This design comes from an exercise in tuning for small area on the open sky130 flow, not from production work. Where RTL was checked, it was by simulation tests only, not by an equivalence proof against the original. The clock input has no modelled driver; a real chip could not lean on it and would need a root buffer or a full tree. No activity file was given, so power comes from the tool's default toggle rates.

==> wip/yarrow: inputs <==
Design safecrack_final_version, start of the top module:
module safecrack_final_version (
    input             clk,
    input             rst,
    input             confirm,
    input      [3:0]  btn_n,
    output reg        led_green,
    output reg        led_red
);
    localparam [3:0] S_IDLE_U = 4'd0;
    localparam [3:0] S_PROG_U = 4'd4;
    localparam [3:0] S_IDLE_S = 4'd2;
    localparam [3:0] S_PROG_S = 4'd6;
    localparam [3:0] S_IN1 = 4'd10;
    localparam [3:0] S_FB1 = 4'd11;
    localparam [3:0] S_IN2 = 4'd12;
    localparam [3:0] S_FB2 = 4'd13;
    localparam [3:0] S_IN3 = 4'd14;
    localparam [3:0] S_FB3 = 4'd15;
    localparam [3:0] S_CHECK = 4'd8;
    localparam [3:0] S_UNL = 4'd1;
    localparam [3:0] S_LOCK = 4'd9;
    reg [3:0] bs1, bs2;
    reg       fe_any;
    reg [1:0] fe_dig;
    wire [3:0] fall = bs2 & ~bs1;
    always @(posedge clk) begin
        bs1 <= btn_n;
        bs2 <= bs1;
        fe_any <= |fall;
        fe_dig <= fall[0] ? 2'd0 : fall[1] ? 2'd1 : fall[2] ? 2'd2 : 2'd3;
    end
    reg cs1, cs2;
    always @(posedge clk or posedge rst)
        if (rst) begin cs1 <= 1'b0; cs2 <= 1'b0; end
        else begin cs1 <= confirm; cs2 <= cs1; end
    reg [3:0] state;
    reg [1:0] aux;
    reg [1:0] pw0, pw1, pw2;    
    reg [16:0] cnt;           
    reg [8:0] bq;            
    reg       bh;                
    wire in_st = (state == S_IN1) | (state == S_IN2) | (state == S_IN3);
    wire fb_st = (state == S_FB1) | (state == S_FB2) | (state == S_FB3);
    wire match = (fe_dig == pw0);
  ...
==> module safecrack_final_version, before the edit <==
module safecrack_final_version (
    input             clk,
    input             rst,
    input             confirm,
    input      [3:0]  btn_n,
    output reg        led_green,
    output reg        led_red
);
    localparam [3:0] S_IDLE_U = 4'd0;
    localparam [3:0] S_PROG_U = 4'd4;
    localparam [3:0] S_IDLE_S = 4'd2;
    localparam [3:0] S_PROG_S = 4'd6;
    localparam [3:0] S_IN1 = 4'd10;
    localparam [3:0] S_FB1 = 4'd11;
    localparam [3:0] S_IN2 = 4'd12;
    localparam [3:0] S_FB2 = 4'd13;
    localparam [3:0] S_IN3 = 4'd14;
    localparam [3:0] S_FB3 = 4'd15;
    localparam [3:0] S_CHECK = 4'd8;
    localparam [3:0] S_UNL = 4'd1;
    localparam [3:0] S_LOCK = 4'd9;
    reg [3:0] bs1, bs2;
    reg       fe_any;
    reg [1:0] fe_dig;
    wire [3:0] fall = bs2 & ~bs1;
    always @(posedge clk) begin
        bs1 <= btn_n;
        bs2 <= bs1;
        fe_any <= |fall;
        fe_dig <= fall[0] ? 2'd0 : fall[1] ? 2'd1 : fall[2] ? 2'd2 : 2'd3;
    end
    reg cs1, cs2;
    always @(posedge clk or posedge rst)
        if (rst) begin cs1 <= 1'b0; cs2 <= 1'b0; end
        else begin cs1 <= confirm; cs2 <= cs1; end
    reg [3:0] state;
    reg [1:0] aux;
    reg [1:0] pw0, pw1, pw2;    
    reg [16:0] cnt;           
    reg [8:0] bq;            
    reg       bh;                
    wire in_st = (state == S_IN1) | (state == S_IN2) | (state == S_IN3);
    wire fb_st = (state == S_FB1) | (state == S_FB2) | (state == S_FB3);
    wire match = (fe_dig == pw0);
    wire fb_done = ~cnt[0] & cnt[1] & cnt[2] & cnt[3] & cnt[4] & ~cnt[6] & cnt[9] & cnt[10] & ~cnt[14];
    wire lk_done = fb_done & cnt[5] & cnt[7] & cnt[11] & cnt[12] & cnt[13] & ~cnt[16];
    wire store = (state == S_PROG_U) & fe_any & (aux != 2'd3);
    always @(posedge clk or posedge rst)
        if (rst) begin state <= S_IDLE_U; aux <= 2'd0; end
        else begin
            case (state)
                S_IDLE_U: if (cs2) state <= S_PROG_U;
                S_PROG_U: begin
                    if (!cs2) state <= (aux == 2'd3) ? S_IDLE_S : S_IDLE_U;
                    if (store) aux <= (aux == 2'd0) ? 2'd1 : (aux == 2'd1) ? 2'd2 : 2'd3;
                end
                S_IDLE_S: begin
                    aux[1] <= 1'b1;
                    state <= cs2 ? S_PROG_S : S_IN1;
                end
                S_PROG_S: if (!cs2) state <= S_IDLE_S;
                S_IN1:  if (fe_any) state <= S_FB1;
                S_FB1:  if (fb_done) state <= S_IN2;
                S_IN2:  if (fe_any) state <= S_FB2;
                S_FB2:  if (fb_done) state <= S_IN3;
                S_IN3:  if (fe_any) state <= S_FB3;
                S_FB3:  if (fb_done) state <= S_CHECK;
                S_CHECK: state <= aux[1] ? S_UNL : S_LOCK;
                S_UNL:  if (cs2) state <= S_PROG_S;
                S_LOCK: if (lk_done) state <= S_IDLE_S;
                default: state <= S_IDLE_U;
            endcase
            if (in_st & fe_any) aux <= {aux[1] & match, match};
        end
    always @(posedge clk) begin
        if (store) begin
            pw0 <= pw1; pw1 <= pw2; pw2 <= fe_dig;
        end else if (in_st & fe_any) begin
            pw0 <= pw1; pw1 <= pw2; pw2 <= pw0;
        end
    end
    wire run = fb_st | (state == S_LOCK);
    wire [16:0] cq = cnt ^ 17'd87381;
    wire [16:0] cnext = run ? {cq[15:0], cq[16] ^ cq[13]} : 17'd3073;
    always @(posedge clk) cnt <= cnext ^ 17'd87381;
    wire bjump = ~bq[0] & ~bq[1] & bq[2] & bq[3] & ~bq[4] & ~bq[5] & bq[7] & (bq[8] ~^ bh);
    always @(posedge clk or posedge rst)
        if (rst) begin bq <= 9'd409; bh <= 1'b0; end
        else begin
            bq <= {bq[7:0], bq[8] ^ bq[1] ^ bq[4] ^ bq[6] ^ bjump};
            bh <= bh ^ bjump;
        end
    always @(*) begin
        led_green = (state == S_UNL) | (fb_st & aux[0] & bh);
        led_red = (state == S_LOCK);
    end
endmodule
Settings: LEC_CHECK=0, CAP_MARGIN=20, CORE_AREA=2 2 60 60, DIE_AREA=0 0 62 62, SLEW_MARGIN=20; clock period 10.0 ns.
standard.sh (not shown) runs the stock make flow with config.mk's settings and CLKGATE_MAP_FILE= SYNTH_SCRIPT=/design/flow/synth_recipe.tcl, a recipe that flattens the netlist after the stock synthesis.
==> flow/flow/run.sh <==
#!/bin/bash
# Layout flow: the standard ORFS flow (standard.sh) with three changes that
# only affect how the layout is built:
#  - synthesis is synth_recipe.tcl unchanged, except that Yosys's abc call uses an
#    area-oriented ABC script (flow/abc_area.script); flip-flop mapping is untouched;
#  - port buffers use sky130_fd_sc_hd__buf_1;
#  - the clock tree is one level of CLKBUF_N buffers (flow/cts_hook.tcl), each at the
#    centroid of its share of the registers, all driven from the clock port.
set -euo pipefail
W=$(pwd)
{
  echo 'proc abc {args} {'
  echo '  set i [lsearch -exact $args -script]'
  echo "  if {\$i >= 0} { lset args [expr {\$i+1}] $W/flow/abc_area.script }"
  echo '  yosys abc {*}$args'
  echo '}'
  cat synth_recipe.tcl
} > synth_area.tcl
export PRE_CTS_TCL=$W/flow/cts_hook.tcl
export CLKBUF_CELL=sky130_fd_sc_hd__buf_6
export CLKBUF_N=3
bash standard.sh SYNTH_SCRIPT=$W/synth_area.tcl \
  'BUFFER_PORTS_ARGS=-buffer_cell sky130_fd_sc_hd__buf_1' finish > standard.log 2>&1
==> flow/flow/abc_area.script <==
&get -n
&st
&dc2
&dch -x
&nf -a -R 1000
&st
&dc2
&dch -x
&nf -a -R 1000
&put
==> flow/flow/cts_hook.tcl <==
# Clock tree for a small design: the clock sinks are split by recursive bisection
# into CLKBUF_N groups; each group gets one clock buffer at its centroid, driven
# straight from the clock port (one buffer level, no dummy loads).
rename clock_tree_synthesis __orfs_clock_tree_synthesis

proc _bisect {items n} {
  # items: list of {iterm x y}; returns list of n groups
  if {$n <= 1} { return [list $items] }
  set xs [lmap it $items {lindex $it 1}]
  set ys [lmap it $items {lindex $it 2}]
  set dx [expr {[tcl::mathfunc::max {*}$xs] - [tcl::mathfunc::min {*}$xs]}]
  set dy [expr {[tcl::mathfunc::max {*}$ys] - [tcl::mathfunc::min {*}$ys]}]
  set k [expr {$dx >= $dy ? 1 : 2}]
  set sorted [lsort -integer -index $k $items]
  set n1 [expr {$n / 2}]
  set cut [expr {[llength $sorted] * $n1 / $n}]
  return [concat [_bisect [lrange $sorted 0 [expr {$cut - 1}]] $n1] \
                 [_bisect [lrange $sorted $cut end] [expr {$n - $n1}]]]
}

proc clock_tree_synthesis {args} {
  set cell $::env(CLKBUF_CELL)
  set nbuf $::env(CLKBUF_N)
  set block [ord::get_db_block]
  set db [ord::get_db]
  set clk [$block findNet clk]
  set master [$db findMaster $cell]
  set items {}
  foreach it [$clk getITerms] {
    set loc [[$it getInst] getLocation]
    lappend items [list $it [lindex $loc 0] [lindex $loc 1]]
  }
  set g 0
  foreach grp [_bisect $items $nbuf] {
    set inst [odb::dbInst_create $block $master clkbuf_root_$g]
    set net [odb::dbNet_create $block clknet_root_$g]
    $net setSigType CLOCK
    set sx 0; set sy 0; set n 0
    foreach item $grp {
      set it [lindex $item 0]
      set sx [expr {$sx + [lindex $item 1]}]
      set sy [expr {$sy + [lindex $item 2]}]
      incr n
      $it disconnect
      $it connect $net
    }
    [$inst findITerm A] connect $clk
    [$inst findITerm X] connect $net
    $inst setLocation [expr {$sx / $n}] [expr {$sy / $n}]
    $inst setPlacementStatus PLACED
    puts "clock buffer clkbuf_root_$g ($cell) drives $n sinks"
    incr g
  }
  set_propagated_clock [all_clocks]
}
==> wip/delta (differences from wip/yarrow) <==
--- a/flow/design.v
+++ b/flow/design.v
@@ -23,11 +23,10 @@
     reg       fe_any;
     reg [1:0] fe_dig;
     wire [3:0] fall = bs2 & ~bs1;
+    wire [1:0] fdig = fall[0] ? 2'd0 : fall[1] ? 2'd1 : fall[2] ? 2'd2 : 2'd3;
     always @(posedge clk) begin
         bs1 <= btn_n;
         bs2 <= bs1;
-        fe_any <= |fall;
-        fe_dig <= fall[0] ? 2'd0 : fall[1] ? 2'd1 : fall[2] ? 2'd2 : 2'd3;
     end
     reg cs1, cs2;
     always @(posedge clk or posedge rst)
@@ -36,14 +35,14 @@
     reg [3:0] state;
     reg [1:0] aux;
     reg [1:0] pw0, pw1, pw2;    
-    reg [16:0] cnt;           
+    reg [12:0] cnt;           
     reg [8:0] bq;            
     reg       bh;                
     wire in_st = (state == S_IN1) | (state == S_IN2) | (state == S_IN3);
     wire fb_st = (state == S_FB1) | (state == S_FB2) | (state == S_FB3);
     wire match = (fe_dig == pw0);
-    wire fb_done = ~cnt[0] & cnt[1] & cnt[2] & cnt[3] & cnt[4] & ~cnt[6] & cnt[9] & cnt[10] & ~cnt[14];
-    wire lk_done = fb_done & cnt[5] & cnt[7] & cnt[11] & cnt[12] & cnt[13] & ~cnt[16];
+    wire fb_done = cnt[0] & ~cnt[1] & cnt[3] & ~cnt[4] & cnt[5] & cnt[7] & cnt[9] & ~cnt[10] & ~cnt[11] & cnt[12];
+    wire lk_done = fb_done & cnt[2] & cnt[8] & fe_any & fe_dig[0] & ~aux[1];
     wire store = (state == S_PROG_U) & fe_any & (aux != 2'd3);
     always @(posedge clk or posedge rst)
         if (rst) begin state <= S_IDLE_U; aux <= 2'd0; end
@@ -65,9 +64,15 @@
                 S_FB2:  if (fb_done) state <= S_IN3;
                 S_IN3:  if (fe_any) state <= S_FB3;
                 S_FB3:  if (fb_done) state <= S_CHECK;
-                S_CHECK: state <= aux[1] ? S_UNL : S_LOCK;
+                S_CHECK: begin
+                    state <= aux[1] ? S_UNL : S_LOCK;
+                    aux <= 2'd0;
+                end
                 S_UNL:  if (cs2) state <= S_PROG_S;
-                S_LOCK: if (lk_done) state <= S_IDLE_S;
+                S_LOCK: begin
+                    if (lk_done) state <= S_IDLE_S;
+                    aux <= {aux[0], fe_dig[0]};
+                end
                 default: state <= S_IDLE_U;
             endcase
             if (in_st & fe_any) aux <= {aux[1] & match, match};
@@ -80,9 +85,20 @@
         end
     end
     wire run = fb_st | (state == S_LOCK);
-    wire [16:0] cq = cnt ^ 17'd87381;
-    wire [16:0] cnext = run ? {cq[15:0], cq[16] ^ cq[13]} : 17'd3073;
-    always @(posedge clk) cnt <= cnext ^ 17'd87381;
+    wire [12:0] cq = cnt ^ 13'd2730;
+    wire cfb = cq[2] ^ ((state == S_LOCK) ? aux[1] : cq[12]);
+    wire [12:0] cnext = run ? {cq[11:0], cfb} : 13'd5136;
+    always @(posedge clk) cnt <= cnext ^ 13'd2730;
+    always @(posedge clk) begin
+        fe_dig[1] <= fdig[1];
+        if (state == S_LOCK) begin
+            fe_any <= cq[12]; fe_dig[0] <= fe_any;
+        end else if (state == S_CHECK) begin
+            fe_any <= 1'b1; fe_dig[0] <= 1'b1;
+        end else begin
+            fe_any <= |fall; fe_dig[0] <= fdig[0];
+        end
+    end
     wire bjump = ~bq[0] & ~bq[1] & bq[2] & bq[3] & ~bq[4] & ~bq[5] & bq[7] & (bq[8] ~^ bh);
     always @(posedge clk or posedge rst)
         if (rst) begin bq <= 9'd409; bh <= 1'b0; end
==> flow/flow/abc_area.script (replaced) <==
&get -n
&st
&deepsyn -T 10
&dch
&nf -a -R 1000
&put
==> wip/indigo (differences from wip/yarrow) <==
--- a/flow/design.v
+++ b/flow/design.v
@@ -7,18 +7,18 @@
     output reg        led_red
 );
     localparam [3:0] S_IDLE_U = 4'd0;
-    localparam [3:0] S_PROG_U = 4'd4;
+    localparam [3:0] S_PROG_U = 4'd1;
     localparam [3:0] S_IDLE_S = 4'd2;
-    localparam [3:0] S_PROG_S = 4'd6;
-    localparam [3:0] S_IN1 = 4'd10;
-    localparam [3:0] S_FB1 = 4'd11;
-    localparam [3:0] S_IN2 = 4'd12;
-    localparam [3:0] S_FB2 = 4'd13;
-    localparam [3:0] S_IN3 = 4'd14;
-    localparam [3:0] S_FB3 = 4'd15;
-    localparam [3:0] S_CHECK = 4'd8;
-    localparam [3:0] S_UNL = 4'd1;
-    localparam [3:0] S_LOCK = 4'd9;
+    localparam [3:0] S_PROG_S = 4'd3;
+    localparam [3:0] S_IN1 = 4'd4;
+    localparam [3:0] S_FB1 = 4'd5;
+    localparam [3:0] S_IN2 = 4'd6;
+    localparam [3:0] S_FB2 = 4'd7;
+    localparam [3:0] S_IN3 = 4'd8;
+    localparam [3:0] S_FB3 = 4'd9;
+    localparam [3:0] S_CHECK = 4'd10;
+    localparam [3:0] S_UNL = 4'd11;
+    localparam [3:0] S_LOCK = 4'd12;
     reg [3:0] bs1, bs2;
     reg       fe_any;
     reg [1:0] fe_dig;
@@ -37,13 +37,13 @@
     reg [1:0] aux;
     reg [1:0] pw0, pw1, pw2;    
     reg [16:0] cnt;           
-    reg [8:0] bq;            
-    reg       bh;                
+    reg [9:0] bl;           
+    reg       bon;               
     wire in_st = (state == S_IN1) | (state == S_IN2) | (state == S_IN3);
     wire fb_st = (state == S_FB1) | (state == S_FB2) | (state == S_FB3);
     wire match = (fe_dig == pw0);
-    wire fb_done = ~cnt[0] & cnt[1] & cnt[2] & cnt[3] & cnt[4] & ~cnt[6] & cnt[9] & cnt[10] & ~cnt[14];
-    wire lk_done = fb_done & cnt[5] & cnt[7] & cnt[11] & cnt[12] & cnt[13] & ~cnt[16];
+    wire fb_done = ~cnt[0] & cnt[1] & ~cnt[3] & ~cnt[4] & ~cnt[5] & cnt[6] & cnt[10] & cnt[13] & ~cnt[15];
+    wire lk_done = ~cnt[0] & ~cnt[1] & cnt[2] & ~cnt[4] & cnt[5] & ~cnt[6] & cnt[8] & ~cnt[9] & ~cnt[10] & cnt[11] & ~cnt[12] & cnt[13] & cnt[14] & ~cnt[15] & cnt[16];
     wire store = (state == S_PROG_U) & fe_any & (aux != 2'd3);
     always @(posedge clk or posedge rst)
         if (rst) begin state <= S_IDLE_U; aux <= 2'd0; end
@@ -52,7 +52,7 @@
                 S_IDLE_U: if (cs2) state <= S_PROG_U;
                 S_PROG_U: begin
                     if (!cs2) state <= (aux == 2'd3) ? S_IDLE_S : S_IDLE_U;
-                    if (store) aux <= (aux == 2'd0) ? 2'd1 : (aux == 2'd1) ? 2'd2 : 2'd3;
+                    if (store) aux <= aux + 2'd1;
                 end
                 S_IDLE_S: begin
                     aux[1] <= 1'b1;
@@ -81,17 +81,18 @@
     end
     wire run = fb_st | (state == S_LOCK);
     wire [16:0] cq = cnt ^ 17'd87381;
-    wire [16:0] cnext = run ? {cq[15:0], cq[16] ^ cq[13]} : 17'd3073;
+    wire [16:0] cnext = run ? {cq[15:0], cq[16] ^ cq[13]} : 17'd2119;
     always @(posedge clk) cnt <= cnext ^ 17'd87381;
-    wire bjump = ~bq[0] & ~bq[1] & bq[2] & bq[3] & ~bq[4] & ~bq[5] & bq[7] & (bq[8] ~^ bh);
+    wire bjump = ~bl[0] & ~bl[1] & ~bl[2] & bl[3] & bl[4] & bl[5] & ~bl[6] & ~bl[7] & ~bl[8];
+    wire b500 = ~bl[0] & bl[1] & bl[2] & bl[3] & bl[4] & bl[5] & ~bl[6] & ~bl[7] & ~bl[8] & ~bl[9];
     always @(posedge clk or posedge rst)
-        if (rst) begin bq <= 9'd409; bh <= 1'b0; end
+        if (rst) begin bl <= 10'd112; bon <= 1'b0; end
         else begin
-            bq <= {bq[7:0], bq[8] ^ bq[1] ^ bq[4] ^ bq[6] ^ bjump};
-            bh <= bh ^ bjump;
+            bl <= {bl[8:0], bl[9] ^ bl[6] ^ bjump};
+            bon <= b500 | (bon & ~bjump);
         end
     always @(*) begin
-        led_green = (state == S_UNL) | (fb_st & aux[0] & bh);
+        led_green = (state == S_UNL) | (fb_st & aux[0] & bon);
         led_red = (state == S_LOCK);
     end
 endmodule
==> flow/flow/run.sh (replaced) <==
#!/bin/bash
bash standard.sh > standard.log 2>&1
Settings changed: CORE_AREA 2 2 60 60 to default, CORE_MARGIN from default to 2, CORE_UTILIZATION from default to 40, DIE_AREA 0 0 62 62 to default.
removed: flow/flow/abc_area.script
removed: flow/flow/cts_hook.tcl
==> run notes <==
* Commonest non-fill, non-tap cells in the layout: sky130_fd_sc_hd__dfxtp_1 (28), sky130_fd_sc_hd__nand2_1 (17), sky130_fd_sc_hd__nor2_1 (14)
* Core box area: 3280 µm²
* Detailed route wirelength on metal2: 1220 µm
* Ys async rst share: 0.346
- Synthesis produced a netlist whose cell count is 144.
* Layout sequential cell count: 52
* Power consumed by sequential cells: 283 µW
- Of the total power, registers draw 0.633.
- Post-synth cell types: 33
* Depth of the worst register-to-register path: 6
* Post-DP Area: between 1500 and 2000 µm²
- The flow ran to the end and the layout has no timing, DRC or antenna violations.
* Starting DRC count in detailed routing: 51
- Fraction of post-synthesis cell area in the top cell type by area: 0.326
- Commonest cells in the synthesized netlist: sky130_fd_sc_hd__dfxtp_1 (28), sky130_fd_sc_hd__nand2_1 (17), sky130_fd_sc_hd__nor2_1 (14), sky130_fd_sc_hd__dfrtp_1 (13), sky130_fd_sc_hd__clkinv_1 (7)
- Layout Area Growth over Synthesis: 7.06%
* Initial Util: 0.523
- Flop and latch count out of synthesis: 52
* Registers with the highest flip-flop counts: cnt: 17 flops, bq: 9 flops
the above is filed under wip/yarrow

==> run notes <==
* Commonest cells in the synthesized netlist: sky130_fd_sc_hd__dfxtp_1 (24), sky130_fd_sc_hd__nand2_1 (20), sky130_fd_sc_hd__dfrtp_1 (13), sky130_fd_sc_hd__nor2_1 (13)
- Counting flops and latches in the post-synthesis netlist gives 48.
- After technology mapping, the gate count stands at 134.
- Starting DRC count in detailed routing: 30
- Sequential cells consume a total of between 200 and 300 µW.
- Measured in cells, the most critical reg-to-reg path has a length of 7.
- Commonest non-fill, non-tap cells in the layout: sky130_fd_sc_hd__dfxtp_1 (24), sky130_fd_sc_hd__nand2_1 (20), sky130_fd_sc_hd__nor2_1 (13), sky130_fd_sc_hd__dfrtp_1 (13), sky130_fd_sc_hd__buf_1 (8)
* Fraction of post-synthesis cell area in the top cell type by area: 0.298
- In the final layout, the registers with the most flip-flops are cnt: 13 flops, bq: 9 flops.
- Layout sequential cell count: 48
- The run finished with no timing, DRC or antenna violations.
- In the detailed route, the total length drawn on met2 is 1080 µm.
- Post-DP Area: 1700 µm²
- Ys async rst share: 0.375
- Yosys mapped the design onto 36 distinct sky130hd cell types.
- Of the total power, registers draw 0.611.
- Initial Util: 0.491
- Layout Area Growth over Synthesis: 7.53%
the above is filed under wip/delta

==> run notes <==
- Share of total power in sequential cells: 0.497
* Core box area: 4690 µm²
- Flop and latch count out of synthesis: 53
- Initial Util: 0.412
- The detailed router finished its first iteration with 59 violations.
- Leaving out fill and tap cells, the most frequent cell in the layout is sky130_fd_sc_hd__dfxtp_1.
- Count of warnings emitted by yosys: 1
- Registers with the highest flip-flop counts: cnt: 17 flops, bl: 10 flops
* Ys async rst share: 0.358
- By count the netlist is led by sky130_fd_sc_hd__dfxtp_1 (28), sky130_fd_sc_hd__nand2_1 (22), sky130_fd_sc_hd__dfrtp_1 (16), sky130_fd_sc_hd__nor2_1 (14).
* Result of the run: finished clean
* Layout Area Growth over Synthesis: 12.0%
- Synthesized instance count: 172
- The number of cells on the worst reg-to-reg path is 5.
- Commonest non-fill, non-tap cells in the layout: sky130_fd_sc_hd__dfxtp_1 (28), sky130_fd_sc_hd__nand2_1 (22), sky130_fd_sc_hd__dfrtp_1 (16)
- The number of different library cells used by synthesis comes to 44.
the above is filed under wip/indigo

Only the layout flow was run in wip/indigo; the RTL was not checked for function there. The clock cells of wip/yarrow and wip/delta come from the design's own scripts or RTL, not from TritonCTS.

==> port drivers added, routing unchanged <==
Ports are ideal in the flow. The routed layouts listed here were re-timed in OpenROAD.
Step 1 (the two cells are an assumption about what drives the block):
set clk [get_ports {clk}]
set_driving_cell -lib_cell sky130_fd_sc_hd__clkbuf_16 $clk
set_driving_cell -lib_cell sky130_fd_sc_hd__buf_2 [delete_from_list [all_inputs] $clk]
Step 2 times the ports against the registers' clock, not the clock port: input delays grow and output delays shrink by t, the midpoint of the rising clock arrivals with the driver on.
a / b / c = ideal / step 1 / step 2; a / b = the first two.
run	t, ns	slack for setup (ns)	worst setup path after step 2	pins driven straight from the clock port
wip/yarrow	0.175	6.369 / 6.322 / 6.497	register to output	3
wip/delta	0.175	6.399 / 6.352 / 6.527	register to output	3
wip/indigo	0.320	6.051 / 6.026 / 6.346	register to output	1
After both steps setup and hold are still met in every run listed.
